What follows belongs to an exercise in optimizing a design on an open flow for small area; a production flow would make more cautious choices.
Function was checked by simulation only, so behaviour that the tests miss may differ from the original.
Power is estimated from default activity; no workload was simulated.

==> flow/design.v (excerpt) <==
module cfpu(
	input										clk,
	input										reset,
	input [(10-1):0]				csr_address,
	input										csr_read,
	output [(32-1):0]				csr_readdata,
	input										csr_write,
	input [(32-1):0]				csr_writedata,
	output										csr_waitrequest,
	input [(10-1):0]		fprint_address,
	input										fprint_write,
	input [(32-1):0]				fprint_writedata,
	output										fprint_waitrequest,
	output										checkpoint_write,
	output [32-1 : 0]				checkpoint_writedata,
	output [27-1 : 0]			checkpoint_address,
	input										checkpoint_waitrequest,
	output										irq
);
Size: about 8,800 cells after synthesis, about 2,900 flip-flops, ~190 I/O pins, about 0.10 mm^2 of cells after synthesis.
==> flow/config.mk <==
export PLATFORM = sky130hd
export DESIGN_NAME = cfpu
export DESIGN_NICKNAME = cfpu
export VERILOG_FILES = /design/flow/design.v
export SDC_FILE = /design/flow/constraint.sdc
export NUM_CORES = 4
export LEC_CHECK = 0
export CAP_MARGIN = 20
export CORE_MARGIN = 2
export CORE_UTILIZATION = 40
export SLEW_MARGIN = 20
==> flow/constraint.sdc <==
create_clock -name core_clock -period 10.0 [get_ports {clk}]
set_input_delay 2.0000 -clock core_clock [delete_from_list [all_inputs] [get_ports {clk}]]
set_output_delay 2.0000 -clock core_clock [all_outputs]
set_load 0.01 [all_outputs]
run.sh (not shown) runs the stock make flow with config.mk's settings and CLKGATE_MAP_FILE= SYNTH_SCRIPT=/design/flow/synth_recipe.tcl, a recipe that flattens the netlist after the stock synthesis.
Next try:
CORE_UTILIZATION = 50   (was 40)
CTS_BUF_LIST = sky130_fd_sc_hd__clkbuf_8   (was not set)
CTS_CLUSTER_DIAMETER = 50   (was not set)
CTS_CLUSTER_SIZE = 12   (was not set)
Result:
- power goes down by 13%
- global-route usage climbs by 5.9 points
- setup slack gets better by 0.32 ns
- clock power falls by 33%

* * *

== tundra ==
cfpu again, from the RTL that the note above started with.
Settings: LEC_CHECK=0, ABC_AREA=1, CAP_MARGIN=20, CORE_MARGIN=2, CORE_UTILIZATION=50, CTS_BUF_LIST=sky130_fd_sc_hd__clkbuf_8, CTS_CLUSTER_DIAMETER=50, CTS_CLUSTER_SIZE=16, SLEW_MARGIN=20; clock period 10.0 ns.
Edits applied to the flow inputs when going from tundra to nickel:
Settings: CTS_CLUSTER_DIAMETER now 60, was 50; CTS_CLUSTER_SIZE now 24, was 16; CTS_BUF_LIST now sky130_fd_sc_hd__clkbuf_16, was sky130_fd_sc_hd__clkbuf_8.
Results
The design area in nickel sits about 0.8% above the value recorded for tundra.
Between tundra and nickel, the synthesis-to-layout area growth is higher for nickel.
nickel reports a higher met2 track demand over resource in global routing than tundra does.
Changes observed in nickel relative to tundra: number of global-route vias before repair lost 0.82%, met1 layer wirelength in the final routing roughly the same.
Comparing tundra against nickel, there is no change at all in number of antenna-violating nets in the routed design.
Compared to tundra, nickel has wire length of the first global-routing pass 0.44% lower.

* * *

cfpu, a different RTL version from the one above (not shown whole).
Size: ~190 I/O pins.
// cfpu
module cfpu(
	input										clk,
	input										reset,
	input [(10-1):0]				csr_address,
	input										csr_read,
	output [(32-1):0]				csr_readdata,
	input										csr_write,
	input [(32-1):0]				csr_writedata,
	output										csr_waitrequest,
	input [(10-1):0]		fprint_address,
	input										fprint_write,
	input [(32-1):0]				fprint_writedata,
	output										fprint_waitrequest,
	output										checkpoint_write,
	output [32-1 : 0]				checkpoint_writedata,
	output [27-1 : 0]			checkpoint_address,
	input										checkpoint_waitrequest,
	output										irq
);
integer i;
localparam CS_IDLE = 3'd0, CS_ACC = 3'd1, CS_WAIT = 3'd2, CS_CMPW = 3'd3, CS_ACK = 3'd4;
reg [2:0] cs;
wire exception_sel	= (csr_address == 10'd0);
wire success_sel	= (csr_address == 10'd2);
wire fail_sel		= (csr_address == 10'd3);
wire cat_sel		= (csr_address[5:0] == 6'd4);
wire nmr_sel		= (csr_address == 10'd5);
wire maxcount_sel	= (csr_address == 10'd6);
wire wr_known		= exception_sel | cat_sel | nmr_sel | maxcount_sel;
reg [15:0]	exception_reg;
reg [15:0]	success_reg;
reg [31:0]	fail_reg;
assign irq = exception_reg[6];
wire cmp_status_write;
always @(posedge clk or posedge reset) begin
	if (reset)
		cs <= CS_IDLE;
	else case (cs)
		CS_IDLE:
			if (csr_write) begin
				if (wr_known) cs <= CS_ACC;
			end else if (csr_read)
				cs <= CS_ACC;
			else if (cmp_status_write & ~irq)
				cs <= CS_CMPW;
		CS_ACC:  cs <= CS_WAIT;
		CS_CMPW: cs <= CS_ACK;
		default: cs <= CS_IDLE;
	endcase
end
assign csr_waitrequest = ~(cs == CS_WAIT);
wire csr_status_ack  = (cs == CS_ACK);
wire csr_regs_write  = (cs == CS_ACC) & csr_write & exception_sel;
wire csr_cat_write   = (cs == CS_ACC) & csr_write & cat_sel;
wire csr_nmr_write   = (cs == CS_ACC) & csr_write & nmr_sel;
wire csr_max_write   = (cs == CS_ACC) & csr_write & maxcount_sel;
wire cmp_regs_write  = (cs == CS_CMPW);
  ...
clock: 10.0 ns
lec_check: 0
abc_area: 1
cap_margin: 20
core_margin: 2
core_utilization: 50
cts_buf_list: sky130_fd_sc_hd__clkbuf_4
cts_cluster_diameter: 35
cts_cluster_size: 8
slew_margin: 20
The baseline finished with timing, DRC and antenna clean.
Edit:
CTS_BUF_LIST = sky130_fd_sc_hd__clkbuf_8   (was sky130_fd_sc_hd__clkbuf_4)
CTS_CLUSTER_DIAMETER = 50   (was 35)
CTS_CLUSTER_SIZE = 16   (was 8)
Result: The changed run finished clean. Non-clock buffer count does not change. Via count came out lower by about 2.4%. Clock-buffer cell count came out lower by 317. Total power came out lower by about 3%. Worst setup slack loses 19 ps. Die area does not change. Cell area shrinks by about 1%. Routed wire length drops by about 1.2%. Clock skew decreases by 47 ps. Hold slack improved by 34 ps. Clock power drops by 11%.

[separate check: timing with driven ports]
Ports are ideal in the flow. The routed layouts listed here were re-timed in OpenROAD.
Step 1 (the two cells are an assumption about what drives the block):
set clk [get_ports {clk}]
set_driving_cell -lib_cell sky130_fd_sc_hd__clkbuf_16 $clk
set_driving_cell -lib_cell sky130_fd_sc_hd__buf_2 [delete_from_list [all_inputs] $clk]
Step 2 adds t to the input delays and takes it off the output delays; t is the mean of the earliest and latest rising clock arrival at the registers after step 1. Input paths then give back, and output paths get back, about the clock's delay inside the block.
Slacks: ideal ports / drivers / drivers and shift; pairs: ideal ports / drivers.
| run | t, ns | slack for setup (ns) | hold slack, ns | worst setup path at the end |
|---|---|---|---|---|
| the first run of note 1 | 1.022 | 2.433 / 2.349 / 2.349 | 0.307 / 0.307 / 0.307 | input to output |
| the second run of note 1 | 1.144 | 2.753 / 2.753 / 2.753 | 0.302 / 0.302 / 0.302 | register to register |
| tundra | 1.147 | 2.984 / 2.957 / 2.957 | 0.297 / 0.297 / 0.297 | input to output |
| nickel | 0.943 | 2.993 / 2.967 / 2.967 | 0.327 / 0.327 / 0.327 | input to output |
| the first run of note 3 | 1.534 | 2.817 / 2.792 / 2.792 | 0.278 / 0.278 / 0.278 | input to output |
| the second run of note 3 | 1.118 | 2.798 / 2.773 / 2.773 | 0.312 / 0.312 / 0.312 | input to output |
After both steps every run listed still meets setup and hold. For the first run of note 1, which loses most, drivers alone change the setup slack by -0.084 ns; drivers and shift together by -0.084 ns.
